This is an optimization exercise on Yosys and OpenROAD, whose aim is small area, not a production implementation. At most, simulation tests tie the RTL to the original design; equivalence was not proved. Only the layout flow was run in runs 3 to 5; the RTL was not checked for function there. Power and IR drop assume default switching activity.

### design/flow/design.v
`timescale 1ns / 1ps
localparam[31:0] INIT_PC_VALUE = 32'h00400000;
localparam[31:0] DEFAULT_PC_UPDATE = 32'h00000004; 
localparam ONE = 2'b01;
localparam ZERO = 2'b00;
localparam S_TYPE = 7'b0100011;
localparam SB_TYPE = 7'b1100011;
`timescale 1ns / 1ps
localparam[3:0] AND_OP = 4'b0000;
localparam[3:0] OR_OP = 4'b0001; 
localparam[3:0] ADD_OP = 4'b0010;
localparam[3:0] SUB_OP = 4'b0011; 
localparam[3:0] LESS_THAN_OP = 4'b0111;
localparam[3:0] X_OR_OP = 4'b1101; 
`timescale 1ns / 1ps
 `timescale 1ns / 1ps
module alu(
output logic [31:0] result,
input wire logic[31:0] op1,
input wire logic[31:0] op2,
input wire logic[3:0] alu_op
    );
logic is_and, is_or, is_xor, is_slt, is_sub;
logic gen_en, prop_en, carry_en;
logic [31:0] bx, p, g, t;
logic [31:0] G;
logic [31:0] c;
logic [31:0] r;
logic lt;
assign is_and = (alu_op == AND_OP);
assign is_or  = (alu_op == OR_OP);
assign is_xor = (alu_op == X_OR_OP);
assign is_slt = (alu_op == LESS_THAN_OP);
assign is_sub = (alu_op == SUB_OP) || is_slt;
assign gen_en   = is_and | is_or;
assign prop_en  = ~(is_and | is_slt);
assign carry_en = ~(is_and | is_or | is_xor | is_slt);
assign bx = op2 ^ {32{is_sub}};
assign p = op1 ^ bx;
assign g = op1 & bx;
logic [31:0] G0;
assign G0 = {g[31:1], g[0] | (p[0] & is_sub)};
genvar k, i;
generate
    for (k = 0; k < 9; k = k + 1) begin : g_lvl
        localparam int S = (k < 5) ? (1 << k) : (8 >> (k - 5));
        logic [31:0] Gi, Pi, Go, Po;
        if (k == 0) begin : g_in0
            assign Gi = G0;
            assign Pi = p;
        end else begin : g_in
            assign Gi = g_lvl[k - 1].Go;
            assign Pi = g_lvl[k - 1].Po;
        end
        for (i = 0; i < 32; i = i + 1) begin : g_bit
            if ((k < 5 && i % (2 * S) == 2 * S - 1) ||
                (k >= 5 && i >= 3 * S - 1 && (i - (3 * S - 1)) % (2 * S) == 0)) begin : g_node
                assign Go[i] = Gi[i] | (Pi[i] & Gi[i - S]);
                assign Po[i] = Pi[i] & Pi[i - S];
            end else begin : g_pass
                assign Go[i] = Gi[i];
                assign Po[i] = Pi[i];
            end
        end
    end
endgenerate
assign G = g_lvl[8].Go;
assign c = {G[30:0], is_sub};
assign t = (g & {32{gen_en}}) | (p & {32{prop_en}});
assign r = t ^ (c & {32{carry_en}});
assign lt = p[31] ? ~c[31] : op1[31];
assign result = {r[31:1], is_slt ? lt : r[0]};
endmodule
`timescale 1ns / 1ps
module rf_bit_next(
    output logic d,
    input wire logic we,
    input wire logic wd,
    input wire logic hold,
    input wire logic q
    );
    assign d = (we & wd) | (hold & q);
endmodule
module rf_read3(
    output logic y_n,
    input wire logic s0,
    input wire logic d0,
    input wire logic s1,
    input wire logic d1,
    input wire logic s2,
    input wire logic d2
    );
    assign y_n = ~((s0 & d0) | (s1 & d1) | (s2 & d2));
endmodule
module regfile(
    output logic[31:0] regReadDataA,
    output logic[31:0] regReadDataB,
    input wire logic clk,
    input wire logic [4:0] regAddrA,
    input wire logic [4:0] regAddrB,
    input wire logic [4:0] regAddrWrite,
    input wire logic [31:0] regWriteData,
    input wire logic regWrite
    );
    logic [4:0] addrA_q, addrB_q;
    logic [31:0] regq [1:31];
    logic [31:1] selA, selB;
    always_ff @(posedge clk)
    begin
        addrA_q <= regAddrA;
        addrB_q <= regAddrB;
    end
    genvar i, j, g;
    generate
        for (i = 1; i < 32; i = i + 1) begin : g_reg
            logic we, hold;
            logic [31:0] r;
            logic [31:0] d;
            assign we = regWrite && (regAddrWrite == i);
            assign hold = ~we;
            for (j = 0; j < 32; j = j + 1) begin : g_bit
                rf_bit_next u_next(.d(d[j]), .we(we), .wd(regWriteData[j]), .hold(hold), .q(r[j]));
            end
            always_ff @(posedge clk)
                r <= d;
            assign regq[i] = r;
            assign selA[i] = (addrA_q == i);
            assign selB[i] = (addrB_q == i);
        end
        for (j = 0; j < 32; j = j + 1) begin : g_col
            logic [9:0] a_n, b_n;
            for (g = 0; g < 10; g = g + 1) begin : g_grp
                rf_read3 u_a(.y_n(a_n[g]),
                    .s0(selA[3*g+1]), .d0(regq[3*g+1][j]),
                    .s1(selA[3*g+2]), .d1(regq[3*g+2][j]),
                    .s2(selA[3*g+3]), .d2(regq[3*g+3][j]));
                rf_read3 u_b(.y_n(b_n[g]),
                    .s0(selB[3*g+1]), .d0(regq[3*g+1][j]),
                    .s1(selB[3*g+2]), .d1(regq[3*g+2][j]),
                    .s2(selB[3*g+3]), .d2(regq[3*g+3][j]));
            end
            assign regReadDataA[j] = ~(&a_n) | (selA[31] & regq[31][j]);
            assign regReadDataB[j] = ~(&b_n) | (selB[31] & regq[31][j]);
        end
    endgenerate
endmodule
`timescale 1ns / 1ps
 `timescale 1ns / 1ps
module riscv_simple_datapath #(parameter [31:0] INITIAL_PC = INIT_PC_VALUE) (
    output logic[31:0] PC,               
    output logic Zero,                   
    output logic[31:0] dAddress,         
    output logic[31:0] dWriteData,       
    output logic[31:0] WriteBackData,    
    input wire logic clk,                
    input wire logic rst,                
    input wire logic[31:0] instruction,  
    input wire logic PCSrc,              
    input wire logic ALUSrc,             
    input wire logic RegWrite,           
    input wire logic MemtoReg,           
    input logic[31:0] dReadData,         
    input wire logic[3:0] ALUCtrl,       
    input wire logic loadPC              
    );
    logic[31:0] regReadDataA;
    logic[31:0] regReadDataB;
    logic[31:0] regWriteData;
    logic[31:0] immediate_I;
    logic[31:0] immediate_S;
    logic[31:0] op2;
    logic[31:0] result;
    logic[6:0] opCode;
    logic use_S;
    regfile myRegFile(
        .regReadDataA(regReadDataA),
        .regReadDataB(regReadDataB),
        .clk(clk),
        .regAddrA(instruction[19:15]),
        .regAddrB(instruction[24:20]),
        .regAddrWrite(instruction[11:7]),
        .regWriteData(regWriteData),
        .regWrite(RegWrite)
    );
    alu myALU(
        .result(result),
        .op1(regReadDataA),
        .op2(op2),
        .alu_op(ALUCtrl)
    );
    assign opCode = instruction[6:0];
    assign immediate_I = {{20{instruction[31]}}, instruction[31:20]};
    assign immediate_S = {{20{instruction[31]}}, instruction[31:25], instruction[11:7]};
    assign use_S = (opCode == S_TYPE) || (opCode == SB_TYPE);
    assign op2 = ALUSrc ? (use_S ? immediate_S : immediate_I) : regReadDataB;
    assign dAddress = result;
    assign dWriteData = regReadDataB;
    assign Zero = (result == 32'd0);
    assign regWriteData = MemtoReg ? dReadData : result;
    assign WriteBackData = regWriteData;
    always_ff @(posedge clk)
    begin
        if (rst)
            PC <= INITIAL_PC;
        else if (loadPC)
            PC <= PC + (PCSrc ? immediate_S : DEFAULT_PC_UPDATE);
    end
endmodule
### design/flow/run.sh
#!/bin/bash
# synth_recipe.tcl (not shown) runs the flow's synth.tcl, then flattens the netlist and writes it again
# the make line also repeats each setting of config.mk as NAME=value (left out here)
make -C /OpenROAD-flow-scripts/flow DESIGN_CONFIG=/design/flow/config.mk WORK_HOME=/design/flow/orfs CLKGATE_MAP_FILE= SYNTH_SCRIPT=/design/flow/synth_recipe.tcl finish
### design/flow/config.mk
export PLATFORM = sky130hd
export DESIGN_NAME = riscv_simple_datapath
export DESIGN_NICKNAME = riscv_simple_datapath
export VERILOG_FILES = /design/flow/design.v
export SDC_FILE = /design/flow/constraint.sdc
export NUM_CORES = 4
export LEC_CHECK = 0
export CAP_MARGIN = 10
export CORE_MARGIN = 2
export CORE_UTILIZATION = 40
export CTS_BUF_LIST = sky130_fd_sc_hd__clkbuf_4 sky130_fd_sc_hd__clkbuf_8
export CTS_CLUSTER_DIAMETER = 50
export CTS_CLUSTER_SIZE = 24
export SETUP_SLACK_MARGIN = 0.1
export SLEW_MARGIN = 10
export SYNTH_HIERARCHICAL = 1
export SYNTH_MINIMUM_KEEP_SIZE = 0
### design/flow/constraint.sdc
create_clock -name core_clock -period 11.0 [get_ports {clk}]
set_input_delay 2.2000 -clock core_clock [delete_from_list [all_inputs] [get_ports {clk}]]
set_output_delay 2.2000 -clock core_clock [all_outputs]
set_load 0.01 [all_outputs]
==> results of run 1 <==
## cell type report
| class | instances | share of cell area |
|---|---|---|
| Clock inverter | 93 | 0.02278 |
| Sequential cell | 1034 | 0.3988 |
| Tap cell | 1414 | 0.03409 |
| Clock buffer | 121 | 0.03161 |
| Inverter | 35 | 0.002531 |
| Multi-Input combinational cell | 2745 | 0.4499 |
| Timing Repair Buffer | 350 | 0.06003 |
| Antenna cell | 5 | 0.0002411 |
## cells in the mapped netlist, drive strengths merged (10+ instances only)
| master | n | area, sq um |
|---|---|---|
| dfxtp | 1034 | 20700 |
| a22o | 994 | 8706 |
| a222oi | 645 | 6456 |
| nor2 | 174 | 670.7 |
| nand2 | 149 | 584.3 |
| nand4 | 139 | 869.6 |
| a2111o | 64 | 720.7 |
| o21ai | 60 | 315.3 |
| xnor2 | 59 | 516.8 |
| a21oi | 50 | 254.0 |
| ha | 50 | 625.6 |
| clkbuf | 48 | 221.5 |
| mux2 | 42 | 473.0 |
| inv | 35 | 131.4 |
| a22oi | 27 | 202.7 |
| mux2i | 27 | 270.3 |
| buf | 24 | 175.2 |
| nand2b | 24 | 150.1 |
| nand3 | 21 | 115.1 |
| nor3 | 19 | 100.1 |
| xor2 | 19 | 166.4 |
| nor4 | 18 | 118.9 |
| a21o | 16 | 120.1 |
| and2 | 14 | 87.59 |
| a31oi | 13 | 81.33 |
| and3 | 13 | 87.59 |
| nor2b | 10 | 62.56 |
## modules after synthesis (local to each module, per instance)
module	flip-flops and latches	cells inside	area, sq um
alu	0	280	2076
riscv_simple_datapath	32	516	3956
regfile	1002	1458	22770
rf_bit_next	0	1	8.758
rf_read3	0	1	10.01
## cells by family (layout without fill, tap and decap cells)
group	after synthesis	after routing	synth area share
muxes	69	69	0.01693
buffers and inverters	107	599	0.01203
and+or+nand+nor	629	629	0.07395
xor gates and xnor gates	78	78	0.01556
other	0	5	0
DFF	1034	1034	0.4716
adders and majority gates	51	51	0.01471
AOI/OAI and AO/OA	1918	1918	0.3952
## registers in the layout, summed over array words and instances (netlist names)
signal             cells
myRegFile.g.r        992
PC                    32
myRegFile.addrA_q      5
myRegFile.addrB_q      5
## routing by layer
metal | GRT usage | vias to the layer above | part of all wire
li1 | - | 18180 | -
met1 | 0.4728 | 21630 | 0.37
met2 | 0.5131 | 3721 | 0.40
met3 | 0.1366 | 836 | 0.15
met4 | 0.2441 | 24 | 0.075
met5 | 0 | - | 0.00072
## where the power goes
group | total (mW) | internal (mW) | switching (mW)
Sequential | 5.55 | 4.76 | 0.796
Clock | 3.14 | 1.41 | 1.73
Combinational | 3.21 | 1.36 | 1.85
Total | 11.9 | 7.53 | 4.37
## worst max path at each step
stage / to / slack [ns] / cells past startpoint
2_1_floorplan: WriteBackData[0] / 2.82 / 17
3_3_place_gp: WriteBackData[0] / 1.12 / 18
3_5_place_dp: WriteBackData[0] / 1.07 / 18
4_1_cts: WriteBackData[0] / 0.97 / 19
5_1_grt: WriteBackData[0] / 0.53 / 20
6_report: WriteBackData[0] / 0.67 / 20
## placed cells by master, fill, tap and decap left out, types with 12 or more instances in the layout
cell type	synthesis	final
a2111o_1	64	64
a21o_1	16	16
a21oi_1	49	49
a222oi_1	645	645
a22o_1	994	994
a22oi_1	27	27
a31oi_1	13	12
and2_1	13	13
buf_4	1	151
bufinv_16	0	12
clkbuf_8	4	117
clkdlybuf4s50_1	0	197
clkinv_8	0	13
dfxtp_1	1034	1034
ha_1	50	50
inv_1	34	33
inv_6	0	21
inv_8	0	14
mux2_2	39	39
mux2i_1	27	27
nand2_1	145	145
nand2b_1	24	24
nand3_1	19	19
nand4_1	139	139
nor2_1	171	80
nor2_4	2	91
nor3_1	18	17
nor4_1	17	17
o21ai_0	49	49
xnor2_1	59	59
xor2_1	19	19
## per-stage QoR
stage,util,std cells
finish,0.4768,5797
global route,0.4767,5793
CTS,0.4767,5792
detailed placement,0.4507,5578
global placement,0.4507,5578
floorplan,-,3886
## worst register-to-register path, stage by stage (launching register included)
cell and delay [ns]:
dfxtp_1 0.41, nand2b_1 0.77, nor2_4 0.27, buf_4 0.39, a222oi_1 0.43, nand4_1 0.52
a2111o_1 0.59, inv_1 0.09, o21ai_0 0.10, xnor2_1 0.20, ha_1 0.35, a21oi_1 0.15
o21ai_0 0.17, a221oi_1 0.37, o21a_4 0.26, o211ai_4 0.11, a21boi_2 0.27, o21ai_0 0.17
a311oi_1 0.53, mux2_2 0.51, buf_4 0.47, a22o_1 0.23
==> impl_metrics.tcl, run 1 <==
set metrics [dict create \
    outcome "complete, no violations" \
    min_period_over_period 0.9394 \
    crit_chain "nand2b_1, nor2_4, buf_4, a222oi_1, nand4_1, a2111o_1, inv_1, o21ai_0, xnor2_1, ha_1, a21oi_1, o21ai_0, a221oi_1, o21a_4, o211ai_4, a21boi_2, o21ai_0, a311oi_1, mux2_2, clkdlybuf4s50_1" \
    max_slew_margin 0.09088 \
    post_cts_buffers 0 \
    wl_microns 217300 \
    cts_buffer_depth 3 \
    finalSetupTns_ns 0 \
    core-area_sq_um 108900 \
    cp_top_family "compound AO/OA/AOI/OAI gates" \
    synthCells 3886 \
    worstPathRequired_ns 8.80 \
    regArea_sq_um 20700 \
    vias_per_cell 7.658 \
    r2r-end "myRegFile.g_reg[9].r[0]$_DFF_P_" \
    synthFlopType "dfxtp_1" \
    via_count 44390 \
    critical_path.max_stage_delay_ns 0.77 \
    clkSlewWorstSetupHoldPaths_ns 0.09 \
    n_fill_cell 9901 \
    postRouteAntennaNets 0 \
    critPathArrivalTime_ns 8.13 \
    grt_pass1_vias 40950 \
    grt_usage 0.3685 \
    wl_per_cell_microns 37.48 \
    min_from "myRegFile.g_reg[29].r[24]$_DFF_P_" \
    syn_area_sq_um 43890 \
    p_leak_nw 20.43 \
    worst_clock_skew_ns 0.1003 \
    worst_hold_path_type "register to register" \
    drcViolationCount 0 \
    synth-edff-count 0 \
    finalHoldViolations 0 \
    ir_worst_vdd_mv 0.1218 \
    critical_path_class "register to primary output" \
    hpwl_microns 132000 \
    ys_seq_area_frac 0.4716 \
    min_period_ns 10.33 \
    cp-end-kind "primary output" \
    whs_path_depth 1 \
    drt-pass1-iter-count 14 \
    root_buffer "clkbuf_8" \
    yosys_warnings 10 \
    overflow 0 \
    multiInputGateArea_sq_um 23350 \
    start_kind "register" \
    antenna_found_initial 20 \
    drive_gt1_frac 0.1238 \
    die_w_microns 335.3 \
    cts_tree "built" \
    die_y_microns 335.3 \
    numCtsBuffers 113 \
    path_max_fanout 21 \
    final_area_sq_um 51900 \
    placed_area_sq_um 49060 \
    fin_ws_ns 0.6666 \
    finalPower_mw 11.90 \
    power.density_nw_per_um2 229.2 \
    cts.sinks 1034 \
    cts_max_level 3 \
    critPathMostFrequentCell "o21ai_0" \
    place.gp.congestion 0.9673 \
    ys_seq_elements 1034 \
    initial_utilization 0.4032 \
    holdWs_ns 0.5000 \
    final_nets 4405 \
    slew_violations 0 \
    crit_start "myRegFile.addrB_q[1]$_DFF_P_" \
    clock_latency_ns 0.90 \
    critPathSlowestCell "nand2b_1" \
    fmax_mhz 96.77 \
    rows 121 \
    pre_cts_ws_ns 1.068 \
    worstMarginPinSlew_ns 1.360 \
    r2r_slack_ns 3.54 \
    dieArea_sq_um 112400 \
    rr_worst_depth 21 \
    hold_buffers 0 \
    drv_cap 0 \
    grt_max_degree 45 \
    min_to "myRegFile.g_reg[29].r[24]$_DFF_P_" \
    post_cts_resized 0 \
    layout-area-overhead-vs-synth_pct 18.24 \
    syn_avg_cell_area_sq_um 11.29 \
    grt_pass1_wl_microns 302700 \
    first_iter_violations 9522 \
    setup_viol 0 \
    port_buffers 199 \
    synth_cell_types 90 \
    cp_num_buf_inv 3 \
    ios 204 \
    rsz0062_at_grt "false" \
    r2r-start "myRegFile.addrB_q[1]$_DFF_P_" \
    async_reset_ff_frac 0 \
]
==> run 2: changes to the inputs <==
==> design/flow/flow/run.sh (new file) <==
#!/bin/bash
# The standard layout (standard.sh), with two changes to the ORFS
# settings: the port buffers are buf_1 cells rather than the default
# buffer, and power recovery after global routing downsizes gates that
# have slack. Every tool's output goes to standard.log in the work folder.
set -euo pipefail
cat >> "$FLOW_CONFIG" <<'CFG'
export BUFFER_PORTS_ARGS = -buffer_cell sky130_fd_sc_hd__buf_1
export RECOVER_POWER = 100
CFG
bash standard.sh > standard.log 2>&1
==> design/flow/standard.sh (new file) <==
#!/bin/bash
# synth_recipe.tcl (not shown) runs the flow's synth.tcl, then flattens the netlist and writes it again
# the make line also repeats each setting of config.mk as NAME=value (left out here)
make -C /OpenROAD-flow-scripts/flow DESIGN_CONFIG=/design/flow/config.mk WORK_HOME=/design/flow/orfs CLKGATE_MAP_FILE= SYNTH_SCRIPT=/design/flow/synth_recipe.tcl "${@:-finish}"
--- a/design/flow/config.mk
+++ b/design/flow/config.mk
@@ -15,3 +15,5 @@
 export SLEW_MARGIN = 10
 export SYNTH_HIERARCHICAL = 1
 export SYNTH_MINIMUM_KEEP_SIZE = 0
+export BUFFER_PORTS_ARGS = -buffer_cell sky130_fd_sc_hd__buf_1
+export RECOVER_POWER = 100
removed: design/flow/run.sh
==> run 2 against run 1 <==
  * Power decreased by 2.4%
  * Flip-flop and latch count unchanged
  * Sequential power about the same
  * Largest power group unchanged
  * Register-to-register slack got worse by 1.8 ns
  * Wire length grew 0.20%
  * Die area unchanged
  * The layout now fails its checks (max-capacitance violations, max-slew violations)
  * Sequential share of layout area up 1.2 points
==> impl_metrics.tcl, run 2 <==
set metrics [dict create \
    switching_share 0.3727 \
    worstMarginPinSlew_ns 2.239 \
    synth_top_area_share 0.4716 \
    synthFlopType "dfxtp_1" \
    die_w_microns 335.3 \
    max_slew_margin -0.4924 \
    fin_cells 5794 \
    cts_max_level 3 \
    critPathMostFrequentCell "nor2_1" \
    largest_register_ffs 992 \
    post-synth-top-area-cell "dfxtp_1" \
    grt_pass1_vias 40910 \
    layout_common_cells "1034 x dfxtp_1, 994 x a22o_1, 645 x a222oi_1" \
    critPathSlowestCell "nor2_1" \
    ir_worst_vdd_mv 0.1159 \
    cp-end-kind "primary output" \
    hold_buffers 0 \
    first_iter_violations 9630 \
    worstPathRequired_ns 8.80 \
    critical_path.max_stage_delay_ns 1.41 \
    postRouteAntennaNets 0 \
    antenna_found_initial 25 \
    cp_top_family "simple AND/OR/NAND/NOR gates" \
    top_register "myRegFile.g.r" \
    grt_usage 0.3669 \
    vias_per_cell 7.672 \
    cts.sinks 1034 \
    core-area_sq_um 108900 \
    place.gp.congestion 0.9704 \
    post_cts_resized 0 \
    dieArea_sq_um 112400 \
    n_fill_cell 10090 \
    p_sw_mw 4.328 \
    clock_latency_ns 0.92 \
    die_y_microns 335.3 \
    worst_hold_path_type "register to register" \
    so.violations "max-capacitance violations, max-slew violations" \
    combPwrFrac 0.254 \
    path_max_fanout 22 \
    internal_power_mw 7.283 \
    drv_cap 23 \
    min_period_ns 10.79 \
    reg_top3 "myRegFile.g.r: 992 flops, PC: 32 flops" \
    synthTopCellsByCount "1034 x dfxtp_1, 994 x a22o_1, 645 x a222oi_1" \
    cts_buffer_depth 3 \
    post_cts_buffers 0 \
    drive_gt1_frac 0.1098 \
    overflow 0 \
    critPathArrivalTime_ns 8.59 \
    p_seq_frac 0.478 \
    finalSetupTns_ns 0 \
    drt-pass1-iter-count 11 \
    ys_seq_area_frac 0.4716 \
    grt_max_degree 45 \
    ios 204 \
    outcome "complete, but fails checks" \
    port_buffers 199 \
    setup_viol 0 \
    drcViolationCount 0 \
    dp_cells 5573 \
    p_leak_nw 19.77 \
    min_period_over_period 0.9809 \
    layout-area-overhead-vs-synth_pct 14.91 \
    crit_chain "nand2b_1, nor2_1, buf_4, a222oi_1, nand4_1, a2111o_1, nor2_1, a21oi_1, xnor2_1, ha_1, nor2_1, a311oi_4, a21o_1, a222oi_1, a31oi_1, mux2_1, buf_1" \
    rows 121 \
    numCtsBuffers 111 \
    yosys_warnings 10 \
    async_reset_ff_frac 0 \
    fmax_mhz 92.68 \
    syn_area_sq_um 43890 \
    wl_microns 217700 \
    clkSlewWorstSetupHoldPaths_ns 0.09 \
    slew_violations 705 \
    synth-edff-count 0 \
    ys_top_cells_by_area "dfxtp_1 47%, a22o_1 20%, a222oi_1 15%" \
    p_clk_frac 0.267 \
    layout_commonest_cell "dfxtp_1" \
    synth_cell_types 90 \
    worst_clock_skew_ns 0.1230 \
    finalHoldViolations 0 \
    hpwl_microns 130100 \
    cp_num_buf_inv 2 \
    ys_seq_elements 1034 \
    synthCells 3886 \
    start_kind "register" \
    root_buffer "clkbuf_8" \
    grt_pass1_wl_microns 301700 \
    syn_avg_cell_area_sq_um 11.29 \
    finalCoreUtilization 0.4634 \
    rsz0062_at_grt "false" \
    critical_path_class "register to primary output" \
    initial_utilization 0.4032 \
    via_count 44450 \
    power.density_nw_per_um2 230.2 \
    final_nets 4398 \
    wl_per_cell_microns 37.58 \
    yosysMostFrequentCell "dfxtp_1" \
    cts_tree "built" \
]
-- run 2: cells by family after synthesis --
family | synth area share
xor gates and xnor gates | 0.01556
buffers and inverters | 0.01203
adders and majority gates | 0.01471
and+or+nand+nor | 0.07395
DFF | 0.4716
AOI/OAI and AO/OA | 0.3952
muxes | 0.01693
-- run 2: worst paths after layout --
| path | endpoint | slack [ns] | start | cells past startpoint |
|---|---|---|---|---|
| worst min-delay path | myRegFile.g_reg[23].r[8]$_DFF_P_ | 0.50 | myRegFile.g_reg[23].r[8]$_DFF_P_ | 1 |
| worst max register to register | myRegFile.g_reg[21].r[23]$_DFF_P_ | 1.73 | myRegFile.addrB_q[4]$_DFF_P_ | 22 |
| worst min register to register | myRegFile.g_reg[23].r[8]$_DFF_P_ | 0.50 | myRegFile.g_reg[23].r[8]$_DFF_P_ | 1 |
| worst max-delay path | WriteBackData[4] | 0.21 | myRegFile.addrB_q[4]$_DFF_P_ | 17 |
-- run 2: worst register-to-register path, stage by stage (launching register included) --
cell and delay [ns]:
dfxtp_1 0.36, nand2b_1 0.54, nor2_1 1.42, buf_4 0.55
a222oi_1 0.22, nand4_1 0.44, a2111o_1 0.30, nor2_1 0.09
a21oi_1 0.33, xnor2_1 0.16, ha_1 0.25, nor2_1 0.09
a311oi_4 0.34, and3_1 0.24, o21ai_2 0.12, o21a_4 0.29
or3_1 0.39, o211ai_2 0.11, a22oi_1 0.11, xor2_1 0.33
mux2_1 0.47, clkbuf_1 1.64, a22o_1 0.38
-- run 2: per-stage QoR --
| step | instance area, sq um | total power, mW | setup WS, ns | hold WS, ns |
|---|---|---|---|---|
| final | 50440 | 11.61 | 0.2098 | 0.4984 |
| after global routing | 50420 | 11.99 | 0.3926 | 0.5158 |
| after CTS | 50570 | 11.48 | 1.145 | 0.5013 |
| after detailed placement | 47810 | 8.428 | 1.828 | 0.4767 |
| after global placement | 47810 | 8.371 | 1.851 | 0.4723 |
| after floorplan | 43890 | 7.184 | 2.822 | 0.4599 |
-- run 2: metal layers --
metal	track usage	share of wire	up-vias
met2	0.5154	0.40	3646
met3	0.1559	0.16	827
met4	0.2288	0.073	26
met5	0.005645	0.0010	-
li1	-	-	18190
met1	0.4595	0.37	21770
-- run 2: cell type report --
type	count	area (sq um)	share of cell area
antenna	10	25.02	0.0004961
sequential	1034	20700	0.4104
timing repair buffer	345	1758	0.03485
tap	1414	1769	0.03508
inverter	35	131.4	0.002605
clock inverter	88	1094	0.02168
multi-input combinational	2745	23290	0.4617
clock buffer	123	1674	0.03319
-- run 2: Yosys stat by module, one instance, submodules excluded --
| module | copies in the design | flops+latches | cell area, sq um |
|---|---|---|---|
| regfile | 1 | 1002 | 22770 |
| alu | 1 | 0 | 2076 |
| riscv_simple_datapath | 1 | 32 | 3956 |
| rf_bit_next | 992 | 0 | 8.758 |
| rf_read3 | 640 | 0 | 10.01 |
-- run 2: power by group through the flow --
| stage | Combinational, mW | Clock [mW] | Sequential, mW |
|---|---|---|---|
| finish | 2.95 | 3.10 | 5.55 |
| floorplan | 1.79 | 0 | 5.39 |
| detailed placement | 2.86 | 0 | 5.57 |
| global route | 3.06 | 3.26 | 5.66 |
| global placement | 2.82 | 0 | 5.55 |
| CTS | 2.86 | 3.10 | 5.51 |
==> run 3: changes to the inputs <==
--- a/design/flow/design.v
+++ b/design/flow/design.v
@@ -21,55 +21,30 @@
 input wire logic[3:0] alu_op
     );
 logic is_and, is_or, is_xor, is_slt, is_sub;
-logic gen_en, prop_en, carry_en;
-logic [31:0] bx, p, g, t;
-logic [31:0] G;
-logic [31:0] c;
-logic [31:0] r;
+logic [31:0] op2_x;
+logic [31:0] sum;
 logic lt;
 assign is_and = (alu_op == AND_OP);
 assign is_or  = (alu_op == OR_OP);
 assign is_xor = (alu_op == X_OR_OP);
 assign is_slt = (alu_op == LESS_THAN_OP);
 assign is_sub = (alu_op == SUB_OP) || is_slt;
-assign gen_en   = is_and | is_or;
-assign prop_en  = ~(is_and | is_slt);
-assign carry_en = ~(is_and | is_or | is_xor | is_slt);
-assign bx = op2 ^ {32{is_sub}};
-assign p = op1 ^ bx;
-assign g = op1 & bx;
-logic [31:0] G0;
-assign G0 = {g[31:1], g[0] | (p[0] & is_sub)};
-genvar k, i;
-generate
-    for (k = 0; k < 9; k = k + 1) begin : g_lvl
-        localparam int S = (k < 5) ? (1 << k) : (8 >> (k - 5));
-        logic [31:0] Gi, Pi, Go, Po;
-        if (k == 0) begin : g_in0
-            assign Gi = G0;
-            assign Pi = p;
-        end else begin : g_in
-            assign Gi = g_lvl[k - 1].Go;
-            assign Pi = g_lvl[k - 1].Po;
-        end
-        for (i = 0; i < 32; i = i + 1) begin : g_bit
-            if ((k < 5 && i % (2 * S) == 2 * S - 1) ||
-                (k >= 5 && i >= 3 * S - 1 && (i - (3 * S - 1)) % (2 * S) == 0)) begin : g_node
-                assign Go[i] = Gi[i] | (Pi[i] & Gi[i - S]);
-                assign Po[i] = Pi[i] & Pi[i - S];
-            end else begin : g_pass
-                assign Go[i] = Gi[i];
-                assign Po[i] = Pi[i];
-            end
-        end
-    end
-endgenerate
-assign G = g_lvl[8].Go;
-assign c = {G[30:0], is_sub};
-assign t = (g & {32{gen_en}}) | (p & {32{prop_en}});
-assign r = t ^ (c & {32{carry_en}});
-assign lt = p[31] ? ~c[31] : op1[31];
-assign result = {r[31:1], is_slt ? lt : r[0]};
+assign op2_x = is_sub ? ~op2 : op2;
+assign sum = op1 + op2_x + {31'd0, is_sub};
+assign lt = (op1[31] ^ op2[31]) ? op1[31] : sum[31];
+always_comb
+begin
+    if (is_and)
+        result = op1 & op2;
+    else if (is_or)
+        result = op1 | op2;
+    else if (is_xor)
+        result = op1 ^ op2;
+    else if (is_slt)
+        result = {31'd0, lt};
+    else
+        result = sum;
+end
 endmodule
 `timescale 1ns / 1ps
 module rf_bit_next(
==> design/flow/run.sh (new file) <==
#!/bin/bash
# synth_recipe.tcl (not shown) runs the flow's synth.tcl, then flattens the netlist and writes it again
# the make line also repeats each setting of config.mk as NAME=value (left out here)
make -C /OpenROAD-flow-scripts/flow DESIGN_CONFIG=/design/flow/config.mk WORK_HOME=/design/flow/orfs CLKGATE_MAP_FILE= SYNTH_SCRIPT=/design/flow/synth_recipe.tcl finish
--- a/design/flow/config.mk
+++ b/design/flow/config.mk
@@ -9,11 +9,7 @@
 export CORE_MARGIN = 2
 export CORE_UTILIZATION = 40
 export CTS_BUF_LIST = sky130_fd_sc_hd__clkbuf_4 sky130_fd_sc_hd__clkbuf_8
-export CTS_CLUSTER_DIAMETER = 50
-export CTS_CLUSTER_SIZE = 24
 export SETUP_SLACK_MARGIN = 0.1
 export SLEW_MARGIN = 10
 export SYNTH_HIERARCHICAL = 1
 export SYNTH_MINIMUM_KEEP_SIZE = 0
-export BUFFER_PORTS_ARGS = -buffer_cell sky130_fd_sc_hd__buf_1
-export RECOVER_POWER = 100
removed: design/flow/flow/run.sh
removed: design/flow/standard.sh
==> run 3 against run 2 <==
  * The run now finishes clean
  * Critical path type unchanged
  * Cell area up 10%
  * Critical path depth rose by 3
  * Sequential power is essentially flat
==> impl_metrics.tcl, run 3 <==
set metrics [dict create \
    final_area_sq_um 55590 \
    root_buffer "clkbuf_8" \
    async_reset_ff_frac 0 \
    grt_pass1_wl_microns 325100 \
    power.density_nw_per_um2 232.8 \
    start_kind "register" \
    min_period_over_period 0.9749 \
    drt-pass1-iter-count 14 \
    hold_buffers 0 \
    ys_seq_area_frac 0.4489 \
    overflow 0 \
    numCtsBuffers 175 \
    worst_hold_path_type "register to register" \
    clkSlewWorstSetupHoldPaths_ns 0.06 \
    worstPathRequired_ns 8.80 \
    hpwl_microns 145300 \
    port_buffers 199 \
    cp-end-kind "primary output" \
    rows 124 \
    grt_usage 0.3773 \
    whs_path_depth 1 \
    min_period_ns 10.72 \
    yosys_warnings 11 \
    first_iter_violations 9859 \
    n_fill_cell 10530 \
    syn_avg_cell_area_sq_um 10.85 \
    finalCoreUtilization 0.4861 \
    finalSetupTns_ns 0 \
    fmax_mhz 93.25 \
    cts.sinks 1034 \
    ys_seq_elements 1034 \
    via_count 47800 \
    finalHoldViolations 0 \
    layout_common_cells "1034 x dfxtp_1, 993 x a22o_1, 640 x a222oi_1" \
    pre_cts_ws_ns 0.4004 \
    drv_cap 0 \
    die_y_microns 343.5 \
    synth_cell_types 98 \
    syn_area_sq_um 46120 \
    rr_worst_depth 22 \
    dieArea_sq_um 118000 \
    vias_per_cell 7.486 \
    clock_latency_ns 0.91 \
    crit_start "myRegFile.addrB_q[0]$_DFF_P_" \
    final_nets 4915 \
    outcome "complete, no violations" \
    holdWs_ns 0.4944 \
    cts_tree "built" \
    worst_clock_skew_ns 0.04758 \
    ios 204 \
    dp_cells 6050 \
    top_register "myRegFile.g.r" \
    finalPower_mw 12.94 \
    synth-edff-count 0 \
    cts_buffer_depth 3 \
    drcViolationCount 0 \
    synth_top_area_share 0.4489 \
    worstMarginPinSlew_ns 1.344 \
    yosysMostFrequentCell "dfxtp_1" \
    fin_ws_ns 0.2764 \
    post-synth-top-area-cell "dfxtp_1" \
    max_slew_margin 0.1019 \
    layout-area-overhead-vs-synth_pct 20.54 \
    p_leak_nw 22.43 \
    synthCells 4251 \
    ys_top_cells_by_area "dfxtp_1 45%, a22o_1 19%, a222oi_1 14%" \
    largest_register_ffs 992 \
    synthFlopType "dfxtp_1" \
    ir_worst_vdd_mv 0.1588 \
    critPathArrivalTime_ns 8.52 \
    cts_max_level 4 \
    critical_path_class "register to primary output" \
    wl_per_cell_microns 36.70 \
    postRouteAntennaNets 0 \
    rsz0062_at_grt "false" \
    grt_pass1_vias 44490 \
    die_w_microns 343.5 \
    antenna_found_initial 17 \
    placed_area_sq_um 51510 \
    fin_cells 6385 \
    grt_max_degree 45 \
    min_from "myRegFile.g_reg[11].r[31]$_DFF_P_" \
    synthTopCellsByCount "1034 x dfxtp_1, 993 x a22o_1, 640 x a222oi_1" \
    drive_gt1_frac 0.1423 \
    core-area_sq_um 114300 \
    reg_top3 "myRegFile.g.r: 992 flops, PC: 32 flops" \
    wl_microns 234300 \
    setup_viol 0 \
    layout_commonest_cell "dfxtp_1" \
    initial_utilization 0.4033 \
    r2r-start "myRegFile.addrB_q[3]$_DFF_P_" \
    place.gp.congestion 0.9637 \
    path_max_fanout 20 \
    slew_violations 0 \
]
[run 3: kinds of logic (layout without fill, tap and decap cells)]
logic type / after synthesis / in the layout / share of synthesized area
simple gates: 730 / 733 / 0.08001
compound gates: 2026 / 2026 / 0.3898
flops: 1034 / 1034 / 0.4489
fa+ha+maj: 115 / 115 / 0.03153
mux: 69 / 69 / 0.01612
xor+xnor: 75 / 75 / 0.01424
buf+inv: 202 / 817 / 0.01940
other cells: 0 / 4 / 0
[run 3: cell type report]
class	instances	area, sq um	area share
sequential	1034	20700	0.3724
tap	1512	1892	0.03403
multi-input combinational	3018	25200	0.4534
clock buffer	276	3498	0.06294
timing repair buffer	387	3438	0.06186
inverter	109	409.1	0.007361
clock inverter	45	436.7	0.007856
antenna	4	10.01	0.0001801
[run 3: per-layer routing]
layer	global-route usage	part of all wire
met5	0.01122	0.0012
met4	0.2434	0.076
met2	0.5169	0.39
met3	0.1553	0.16
met1	0.4835	0.37
[run 3: path summary, 6_finish.rpt]
kind / endpoint / slack (ns)
worst min-delay path: myRegFile.g_reg[11].r[31]$_DFF_P_ / 0.49
worst max register to register: myRegFile.g_reg[21].r[18]$_DFF_P_ / 3.43
worst max-delay path: Zero / 0.28
worst min register to register: myRegFile.g_reg[11].r[31]$_DFF_P_ / 0.49
[run 3: repair_timing]
item                       in CTS  in global routing
setup buffers                   0                  7
setup endpoints to repair       0                  6
resized for setup               0                 11
[run 3: critical path: stages (launching register included)]
cell	delay, ns
dfxtp_1	0.38
or3_2	0.60
nor2_4	0.93
a222oi_1	0.22
nand4_1	0.34
a2111o_1	0.38
nor2_1	0.11
a21oi_1	0.35
xnor2_1	0.13
ha_1	0.34
o21ai_1	0.11
a2111oi_2	0.59
a21oi_1	0.28
or4_1	0.53
a21oi_1	0.26
or4_1	0.16
nand3_1	0.30
nor4_1	0.51
nand4_1	0.33
nor2_1	0.20
clkdlybuf4s50_1	0.56
[run 3: Yosys stat by module (local to each module, per instance)]
module / flops+latches / cell area [sq um] / copies in the design / cells
rf_read3: 0 / 10.01 / 640 / 1
riscv_simple_datapath: 32 / 3956 / 1 / 516
alu: 0 / 4299 / 1 / 645
rf_bit_next: 0 / 8.758 / 992 / 1
regfile: 1002 / 22770 / 1 / 1458
[run 3: where the power goes]
| part | internal (mW) | switching [mW] |
|---|---|---|
| clock | 2.15 | 1.72 |
| combinational | 1.44 | 2.07 |
| sequential | 4.76 | 0.799 |
| total | 8.35 | 4.59 |
==> run 4: changes to the inputs <==
--- a/design/flow/design.v
+++ b/design/flow/design.v
@@ -47,26 +47,6 @@
 end
 endmodule
 `timescale 1ns / 1ps
-module rf_bit_next(
-    output logic d,
-    input wire logic we,
-    input wire logic wd,
-    input wire logic hold,
-    input wire logic q
-    );
-    assign d = (we & wd) | (hold & q);
-endmodule
-module rf_read3(
-    output logic y_n,
-    input wire logic s0,
-    input wire logic d0,
-    input wire logic s1,
-    input wire logic d1,
-    input wire logic s2,
-    input wire logic d2
-    );
-    assign y_n = ~((s0 & d0) | (s1 & d1) | (s2 & d2));
-endmodule
 module regfile(
     output logic[31:0] regReadDataA,
     output logic[31:0] regReadDataB,
@@ -78,46 +58,36 @@
     input wire logic regWrite
     );
     logic [4:0] addrA_q, addrB_q;
-    logic [31:0] regq [1:31];
+    logic [31:0] register [1:31];
     logic [31:1] selA, selB;
+    logic [31:0] readA, readB;
     always_ff @(posedge clk)
     begin
         addrA_q <= regAddrA;
         addrB_q <= regAddrB;
     end
-    genvar i, j, g;
+    genvar i;
     generate
         for (i = 1; i < 32; i = i + 1) begin : g_reg
-            logic we, hold;
-            logic [31:0] r;
-            logic [31:0] d;
+            logic we;
             assign we = regWrite && (regAddrWrite == i);
-            assign hold = ~we;
-            for (j = 0; j < 32; j = j + 1) begin : g_bit
-                rf_bit_next u_next(.d(d[j]), .we(we), .wd(regWriteData[j]), .hold(hold), .q(r[j]));
-            end
             always_ff @(posedge clk)
-                r <= d;
-            assign regq[i] = r;
+                register[i] <= ({32{we}} & regWriteData) | ({32{~we}} & register[i]);
             assign selA[i] = (addrA_q == i);
             assign selB[i] = (addrB_q == i);
         end
-        for (j = 0; j < 32; j = j + 1) begin : g_col
-            logic [9:0] a_n, b_n;
-            for (g = 0; g < 10; g = g + 1) begin : g_grp
-                rf_read3 u_a(.y_n(a_n[g]),
-                    .s0(selA[3*g+1]), .d0(regq[3*g+1][j]),
-                    .s1(selA[3*g+2]), .d1(regq[3*g+2][j]),
-                    .s2(selA[3*g+3]), .d2(regq[3*g+3][j]));
-                rf_read3 u_b(.y_n(b_n[g]),
-                    .s0(selB[3*g+1]), .d0(regq[3*g+1][j]),
-                    .s1(selB[3*g+2]), .d1(regq[3*g+2][j]),
-                    .s2(selB[3*g+3]), .d2(regq[3*g+3][j]));
-            end
-            assign regReadDataA[j] = ~(&a_n) | (selA[31] & regq[31][j]);
-            assign regReadDataB[j] = ~(&b_n) | (selB[31] & regq[31][j]);
+    endgenerate
+    always_comb
+    begin
+        readA = 32'd0;
+        readB = 32'd0;
+        for (int k = 1; k < 32; k = k + 1) begin
+            readA = readA | ({32{selA[k]}} & register[k]);
+            readB = readB | ({32{selB[k]}} & register[k]);
         end
-    endgenerate
+    end
+    assign regReadDataA = readA;
+    assign regReadDataB = readB;
 endmodule
 `timescale 1ns / 1ps
  `timescale 1ns / 1ps
==> design/flow/config.mk (replaced) <==
export PLATFORM = sky130hd
export DESIGN_NAME = riscv_simple_datapath
export DESIGN_NICKNAME = riscv_simple_datapath
export VERILOG_FILES = /design/flow/design.v
export SDC_FILE = /design/flow/constraint.sdc
export NUM_CORES = 4
export LEC_CHECK = 0
export CAP_MARGIN = 20
export CORE_MARGIN = 2
export CORE_UTILIZATION = 40
export SETUP_SLACK_MARGIN = 0.3
export SLEW_MARGIN = 20
==> run 4 against run 3 <==
  * Register-to-register slack got worse by 0.05 ns
  * Area after synthesis rose by 6.9%
  * Synthesized cell count fell by 11%
  * Count of clock-buffer cells in the layout fell by 157
  * Largest cell class is now sequential cells
==> impl_metrics.tcl, run 4 <==
set metrics [dict create \
    min_period_over_period 0.9703 \
    power.density_nw_per_um2 179.3 \
    cts_max_level 3 \
    grt_usage 0.3730 \
    synth_cell_types 78 \
    post-synth-top-area-cell "edfxtp_1" \
    finalHoldViolations 0 \
    critical_path.max_stage_delay_ns 1.21 \
    finalSetupTns_ns 0 \
    port_buffers 199 \
    die_w_microns 355.1 \
    synth_top_area_share 0.6043 \
    syn_avg_cell_area_sq_um 13.05 \
    min_period_ns 10.67 \
    critPathMostFrequentCell "nand4_1" \
    grt_pass1_vias 40230 \
    drcViolationCount 0 \
    die_y_microns 355.1 \
    hpwl_microns 142600 \
    crit_start "myRegFile.addrA_q[4]$_DFF_P_" \
    postRouteAntennaNets 0 \
    worst_hold_path_type "register to register" \
    start_kind "register" \
    critical_path_class "register to primary output" \
    clock_latency_ns 0.74 \
    n_fill_cell 10660 \
    rows 128 \
    antenna_found_initial 11 \
    ys_top_cells_by_area "edfxtp_1 60%, a22oi_1 8.1%, a221oi_1 3.3%" \
    worst_clock_skew_ns 0.05216 \
    cts.sinks 1034 \
    drive_gt1_frac 0.1443 \
    path_max_fanout 19 \
    fmax_mhz 93.69 \
    overflow 0 \
    worstMarginPinSlew_ns 1.378 \
    max_slew_margin 0.07946 \
    synthCells 3778 \
    p_leak_nw 19.91 \
    yosysMostFrequentCell "edfxtp_1" \
    vias_per_cell 7.435 \
    root_buffer "clkbuf_16" \
    dieArea_sq_um 126100 \
    synthFlopType "edfxtp_1" \
    synth-edff-count 992 \
    ys_seq_area_frac 0.6213 \
    synthTopCellsByCount "992 x edfxtp_1, 529 x a22oi_1, 218 x clkbuf_1" \
    place.gp.congestion 0.9640 \
    via_count 43070 \
    yosys_warnings 4 \
    r2r-start "myRegFile.addrA_q[4]$_DFF_P_" \
    min_from "PC[24]$_SDFFE_PP0P_" \
    cts_tree "built" \
    ios 204 \
    critPathSlowestCell "nor2_4" \
    cts_buffer_depth 3 \
    critPathArrivalTime_ns 8.47 \
    layout_commonest_cell "edfxtp_1" \
    wl_microns 242700 \
    setup_viol 0 \
    hold_buffers 0 \
    worstPathRequired_ns 8.80 \
    cp-end-kind "primary output" \
    final_nets 4276 \
    drt-pass1-iter-count 10 \
    finalCoreUtilization 0.4820 \
    numCtsBuffers 106 \
    core-area_sq_um 122000 \
    outcome "complete, no violations" \
    ys_seq_elements 1034 \
    initial_utilization 0.4039 \
    grt_max_degree 57 \
    grt_pass1_wl_microns 326000 \
    syn_area_sq_um 49300 \
    first_iter_violations 8515 \
    async_reset_ff_frac 0 \
    clkSlewWorstSetupHoldPaths_ns 0.06 \
    layout_common_cells "992 x edfxtp_1, 529 x a22oi_1, 237 x buf_4" \
    drv_cap 0 \
    slew_violations 0 \
    rsz0062_at_grt "false" \
    ir_worst_vdd_mv 0.1393 \
    wl_per_cell_microns 41.90 \
    layout-area-overhead-vs-synth_pct 19.32 \
    crit_chain "nand2b_1, nor2_4, buf_4, a22oi_1, nand4_1, or4_1, ha_1, nand4_1, nand2_1, a41oi_1, or3b_2, a31o_2, or2_2, a211o_1, nor4_1, and4bb_1, nand4b_1, nor3_2, clkdlybuf4s50_1" \
]
## run 4: what timing repair did
item                                    CTS  global route
pin swaps                                 0            15
gates resized for setup                   4            22
endpoints found under the setup margin    2             9
buffers inserted                          0            22
## run 4: per-stage QoR
stage / instances / setup WS, ns / area (sq um) / total power, mW / hold WS [ns]
6_report: 5793 / 0.3262 / 58820 / 10.55 / 0.5103
5_1_grt: 5783 / 0.3052 / 58790 / 10.79 / 0.5473
4_1_cts: 5760 / 0.3112 / 58490 / 10.45 / 0.5164
3_5_place_dp: 5568 / 0.2558 / 54880 / 6.743 / 0.5050
3_3_place_gp: 5567 / 0.3130 / 54850 / 6.733 / 0.4927
2_1_floorplan: 3778 / 1.334 / 49300 / 5.754 / 0.5205
## run 4: critical path, delay by kind of cell (launching register included)
kind / cells / cell delay (ns)
DFF: 1 / 0.72
buffers and inverters: 2 / 0.94
AOI/OAI and AO/OA: 4 / 0.82
and+or+nand+nor: 12 / 4.83
adders and majority gates: 1 / 0.42
## run 4: path summary, 6_finish.rpt
kind                            slack (ns)                   to  depth (start not counted)
worst max-delay path                  0.33                 Zero                         19
worst min-delay path                  0.51  PC[24]$_SDFFE_PP0P_                          2
worst max register to register        3.38             register                         20
worst min register to register        0.51  PC[24]$_SDFFE_PP0P_                          2
## run 4: power by group
part / internal, mW / switching [mW]
clock: 2.17 / 1.64
combinational: 0.703 / 1.35
sequential: 4.66 / 0.0397
## run 4: final cells by class
class                   count  area, sq um  area share
repair buffers            452         4079     0.06935
flip-flops and latches   1034        30640      0.5208
multi-input cells        2372        18040      0.3067
diodes                     10        25.02   0.0004254
clock inverters            73        877.1     0.01491
inverters                 108        405.4    0.006892
well taps                1625         2033     0.03457
clock buffers             119         2723     0.04629
## run 4: cell families after synthesis
group / synth area share
muxes: 0.01982
buffers and inverters: 0.02919
adders and majority gates: 0.03254
and+or+nand+nor: 0.08759
AOI/OAI and AO/OA: 0.1973
xor gates and xnor gates: 0.01226
DFF: 0.6213
## run 4: layer usage
metal	part of all wire	vias up	global-route usage	routed length [microns]
li1	-	16180	-	-
met1	0.33	20720	0.4457	79520
met3	0.18	1528	0.1805	43900
met4	0.089	28	0.2403	21660
met2	0.40	4619	0.5333	97230
met5	0.0018	-	0.01623	437
==> run 5: changes to the inputs <==
==> design/flow/design.v (replaced) <==
`timescale 1ns / 1ps
localparam[31:0] INIT_PC_VALUE = 32'h00400000;
localparam[31:0] DEFAULT_PC_UPDATE = 32'h00000004; 
localparam ONE = 2'b01;
localparam ZERO = 2'b00;
localparam S_TYPE = 7'b0100011;
localparam SB_TYPE = 7'b1100011;
`timescale 1ns / 1ps
localparam[3:0] AND_OP = 4'b0000;
localparam[3:0] OR_OP = 4'b0001; 
localparam[3:0] ADD_OP = 4'b0010;
localparam[3:0] SUB_OP = 4'b0011; 
localparam[3:0] LESS_THAN_OP = 4'b0111;
localparam[3:0] X_OR_OP = 4'b1101; 
`timescale 1ns / 1ps
 `timescale 1ns / 1ps
module alu(
output logic [31:0] result,
input wire logic[31:0] op1,
input wire logic[31:0] op2,
input wire logic[3:0] alu_op
    );
always_comb
begin
    case(alu_op)
        AND_OP:
            result = op1 & op2;
        OR_OP:
            result = op1 | op2;
        ADD_OP:
            result = op1 + op2;
        SUB_OP:
            result = op1 - op2;
        LESS_THAN_OP:
            result = $signed(op1) < $signed(op2);
        X_OR_OP:
            result = op1 ^ op2;
        default:
            result = op1 + op2;
    endcase
end
endmodule
`timescale 1ns / 1ps
module regfile(
    output logic[31:0] regReadDataA,
    output logic[31:0] regReadDataB,
    input wire logic clk,
    input wire logic [4:0] regAddrA,
    input wire logic [4:0] regAddrB,
    input wire logic [4:0] regAddrWrite,
    input wire logic [31:0] regWriteData,
    input wire logic regWrite
    );
    localparam ZERO = 0;
    logic[31:0] register[31:0];
    always_ff@(posedge clk) 
    begin
        regReadDataA <= (regAddrA == ZERO) ? ZERO : register[regAddrA];
        regReadDataB <= (regAddrB == ZERO) ? ZERO : register[regAddrB];
        if (regWrite && (regAddrWrite != ZERO)) 
        begin
            register[regAddrWrite] <= (regWriteData);
            if (regAddrA == regAddrWrite)
                regReadDataA <= regWriteData;
            if (regAddrB == regAddrWrite)
                regReadDataB <= regWriteData;
        end
    end
endmodule
`timescale 1ns / 1ps
 `timescale 1ns / 1ps
module riscv_simple_datapath #(parameter [31:0] INITIAL_PC = INIT_PC_VALUE) (
    output logic[31:0] PC,               
    output logic Zero,                   
    output logic[31:0] dAddress,         
    output logic[31:0] dWriteData,       
    output logic[31:0] WriteBackData,    
    input wire logic clk,                
    input wire logic rst,                
    input wire logic[31:0] instruction,  
    input wire logic PCSrc,              
    input wire logic ALUSrc,             
    input wire logic RegWrite,           
    input wire logic MemtoReg,           
    input logic[31:0] dReadData,        
    input wire logic[3:0] ALUCtrl,       
    input wire logic loadPC              
    );
    logic[31:0] regReadDataA;
    logic[31:0] regReadDataB;
    logic [4:0] regAddrA;
    logic [4:0] regAddrB;
    logic [4:0] regAddrWrite;
    logic [31:0] regWriteData;
    logic [31:0] immediate_I;
    logic [31:0] immediate_S;
    logic[31:0] op1;
    logic[31:0] ALUsrc_signal_out;
    logic[31:0] result;
    logic[31:0] branch_offset;
    logic[6:0] opCode;
    regfile myRegFile(
        regReadDataA,    
        regReadDataB,   
        clk,             
        regAddrA,        
        regAddrB,        
        regAddrWrite,    
        regWriteData,
        RegWrite         
    );
    alu myALU(
        result,              
        regReadDataA,        
        ALUsrc_signal_out,   
        ALUCtrl              
    );
    assign dAddress = result;
    assign dWriteData = regReadDataB;
    always_comb
    begin
        if(opCode == S_TYPE)
        begin
            ALUsrc_signal_out = (ALUSrc ? immediate_S : regReadDataB);
        end
        else if (opCode == SB_TYPE)
        begin
           ALUsrc_signal_out = (ALUSrc ? immediate_S : regReadDataB);  
        end
        else
        begin
            ALUsrc_signal_out = (ALUSrc ? immediate_I : regReadDataB);           
        end
    end
    assign regAddrA = instruction[19:15];
    assign regAddrB = instruction[24:20];
    assign regAddrWrite = instruction[11:7];
    assign opCode = instruction[6:0];
    assign immediate_I = 32'(signed'(instruction[31:20]));
    assign immediate_S = {{20{instruction[31]}},{instruction[31:25]},{instruction[11:7]}};   
    assign branch_offset = (immediate_S);
    always_comb
    begin
        if(result == ZERO)
            Zero = ONE;
        else
            Zero = ZERO;
    end
    assign regWriteData = (MemtoReg ? dReadData : result);
    assign WriteBackData = regWriteData;
    always_ff@(posedge clk)
    begin
        if(rst)
            PC <= INITIAL_PC;
        else if (loadPC)
        begin
            if(PCSrc)
                PC <= PC + branch_offset;   
            else
                PC <= PC + DEFAULT_PC_UPDATE;   
        end     
    end
endmodule
==> run 5 against run 4 <==
  * Flip-flop and latch count increased by 86
  * Still clean
  * Clock power rose by 6.8%
  * Power up 11%
  * Non-clock buffer count fell by 38
  * Via count is 5.5% lower
  * Sequential share of layout area down 4.2 points
  * Critical path depth is 2 lower
  * Worst setup slack improved by 0.030 ns
  * Sequential power is 8.5% higher
  * Critical endpoint unchanged
  * Cell area rose by 16%
==> impl_metrics.tcl, run 5 <==
set metrics [dict create \
    largest_register_ffs 1024 \
    finalHoldViolations 0 \
    yosys_warnings 3 \
    drcViolationCount 0 \
    layout-area-overhead-vs-synth_pct 15.97 \
    async_reset_ff_frac 0 \
    ir_worst_vdd_mv 0.1385 \
    drive_gt1_frac 0.2230 \
    slew_violations 0 \
    p_sw_mw 3.386 \
    r2r-end "myRegFile.register[26][27]$_DFFE_PP_" \
    vias_per_cell 6.384 \
    first_iter_violations 5269 \
    pre_cts_ws_ns -0.001717 \
    synthFlopType "edfxtp_1" \
    r2r_slack_ns 5.55 \
    worst_clock_skew_ns 0.05496 \
    post-synth-top-area-cell "edfxtp_1" \
    holdWs_ns 0.5036 \
    port_buffers 199 \
    cts_buffer_depth 3 \
    worstMarginPinSlew_ns 1.127 \
    wl_per_cell_microns 31.59 \
    core-area_sq_um 145900 \
    die_y_microns 387.5 \
    critical_path_class "input pin to primary output" \
    ys_seq_area_frac 0.5554 \
    min_from "PC[0]$_SDFFE_PP0P_" \
    wl_microns 201300 \
    rr_worst_depth 21 \
    cp-end-kind "primary output" \
    placed_area_sq_um 64170 \
    grt_usage 0.2634 \
    fin_ws_ns 0.3563 \
    postRouteAntennaNets 0 \
    synth-edff-count 1024 \
    finalPower_mw 11.67 \
    p_clk_frac 0.348 \
    critPathArrivalTime_ns 8.44 \
    outcome "complete, no violations" \
    fmax_mhz 93.95 \
    root_buffer "clkbuf_16" \
    p_seq_frac 0.437 \
    syn_avg_cell_area_sq_um 14.41 \
    grt_pass1_vias 39590 \
    rsz0062_at_grt "true" \
    synth_top_area_share 0.5227 \
    hold_buffers 0 \
    cts_tree "built" \
    drt-pass1-iter-count 11 \
    ys_seq_elements 1120 \
    switching_share 0.2900 \
    path_max_fanout 18 \
    antenna_found_initial 10 \
    min_to "PC[0]$_SDFFE_PP0P_" \
    min_period_over_period 0.9676 \
    ys_top_cells_by_area "edfxtp_1 52%, mux4_2 16%, mux2i_1 4.9%" \
    top_register "myRegFile.register" \
    drv_cap 0 \
    cts_max_level 3 \
    final_nets 4560 \
    start_kind "input pin" \
    layout_commonest_cell "edfxtp_1" \
    power.density_nw_per_um2 171.1 \
    hpwl_microns 124900 \
    worst_hold_path_type "register to register" \
    numCtsBuffers 117 \
    worstPathRequired_ns 8.80 \
    internal_power_mw 8.287 \
    initial_utilization 0.4031 \
    final_area_sq_um 68220 \
    via_count 40690 \
    combPwrFrac 0.216 \
    clkSlewWorstSetupHoldPaths_ns 0.06 \
    clock_latency_ns 0.77 \
    min_period_ns 10.64 \
    syn_area_sq_um 58820 \
    r2r-start "myRegFile.regReadDataB[1]$_DFF_P_" \
    overflow 0 \
    whs_path_depth 2 \
    synthCells 4081 \
    yosysMostFrequentCell "edfxtp_1" \
    p_leak_nw 23.35 \
    synth_cell_types 87 \
    synthTopCellsByCount "1024 x edfxtp_1, 424 x mux4_2, 289 x mux2i_1" \
    rows 140 \
    finalSetupTns_ns 0 \
    dieArea_sq_um 150100 \
    crit_start "ALUSrc" \
    n_fill_cell 12640 \
    ios 204 \
    grt_max_degree 130 \
    die_w_microns 387.5 \
    layout_common_cells "1024 x edfxtp_1, 424 x mux4_2, 288 x mux2i_1" \
    place.gp.congestion 0.9604 \
    cts.sinks 1120 \
    max_slew_margin 0.2485 \
    grt_pass1_wl_microns 285800 \
    setup_viol 0 \
]
==> run 5: cells by family (layout without fill, tap and decap cells) <==
group	Yosys count	in the layout	share of synthesized area
buf+inv	431	772	0.02793
fa+ha+maj	132	132	0.02846
simple gates	624	624	0.05077
xor+xnor	40	40	0.005956
other cells	1	35	0.00006375
flops	1120	1120	0.5554
compound gates	946	946	0.1057
mux	787	787	0.2257
==> run 5: worst max-delay path by stage <==
stage | endpoint | depth (start not counted)
after CTS | Zero | 22
after global placement | Zero | 21
after global routing | Zero | 17
final | Zero | 17
after floorplan | Zero | 21
after detailed placement | Zero | 21
==> run 5: area by class of cell <==
cell class	count	area [sq um]	share of cell area
well taps	1917	2399	0.03516
flip-flops and latches	1120	32670	0.4789
multi-input cells	2561	25040	0.3670
clock inverters	82	897.1	0.01315
diodes	3	7.507	0.0001100
inverters	139	525.5	0.007703
repair buffers	414	3657	0.05361
clock buffers	137	3024	0.04433
==> run 5: worst max-delay path, stage by stage <==
cell,delay (ns)
clkdlybuf4s50_1,0.51
buf_12,0.20
clkinvlp_4,0.44
a21oi_1,0.56
ha_1,0.46
nor4_1,0.56
o311ai_4,0.22
buf_4,0.20
a21o_1,0.18
o311ai_0,0.70
nor4b_1,0.34
o21ai_0,0.19
or2_2,0.32
or4_1,0.52
nor4bb_2,0.34
buf_4,0.20
dlygate4sd2_1,0.27
==> run 5: layer usage <==
layer  track usage  vias to the layer above  routed length, microns
met1        0.3564                    20980                   79750
met4        0.1032                        6                    8566
met5             0                        -                      51
met3       0.06052                      426                   20660
met2        0.4127                     2176                   92310
li1              -                    17100                       -
==> run 5: what timing repair did <==
action                                  in CTS  in global routing
pin swaps                                    7                  1
endpoints found under the setup margin       1                  3
gates resized for setup                     19                  4
buffers inserted                             0                  1
==> run 5: through the flow <==
| step | std cells | utilization |
|---|---|---|
| detailed placement | 6148 | 0.4397 |
| finish | 6373 | 0.4675 |
| CTS | 6367 | 0.4672 |
| global route | 6370 | 0.4675 |
| global placement | 6148 | 0.4397 |
| floorplan | 4112 | - |
==> run 5: power groups by stage <==
| stage | logic [mW] | registers (mW) | clock network, mW |
|---|---|---|---|
| after floorplan | 1.35 | 5.16 | 0 |
| after global placement | 2.46 | 5.18 | 0 |
| after detailed placement | 2.47 | 5.18 | 0 |
| after CTS | 2.49 | 5.09 | 4.11 |
| after global routing | 2.69 | 5.10 | 4.28 |
| final | 2.52 | 5.10 | 4.06 |

-- static timing again, ports no longer ideal --
In the flow no input, the clock included, has a driving cell. The finished layouts below were timed again as built, in two steps.
Step 1, drivers: a clkbuf_16 drives clk and a buf_2 each remaining input, both assumed.
Step 2 moves the port delays by t, midway between the first and last clock arrival at a register: inputs arrive t later, outputs are due t later. That takes back most of the time a late clock gives input paths.
Three values: ideal, step 1, step 2; two values: the first two.
| run | shift t [ns] | setup WS [ns] | worst setup path at the end | pins driven straight from the clock port |
|---|---|---|---|---|
| run 1 | 0.917 | 0.667 / 0.594 / 0.764 | input to output | 1 |
| run 2 | 0.926 | 0.210 / 0.139 / 1.065 | register to output | 1 |
| run 3 | 0.967 | 0.276 / 0.195 / 0.484 | input to output | 1 |
| run 4 | 0.794 | 0.326 / 0.246 / 0.466 | input to output | 1 |
| run 5 | 0.823 | 0.356 / 0.320 / 0.320 | input to output | 1 |
The setup slack of run 5, which loses most, moves by -0.036 ns with the drivers and by -0.036 ns with both steps.
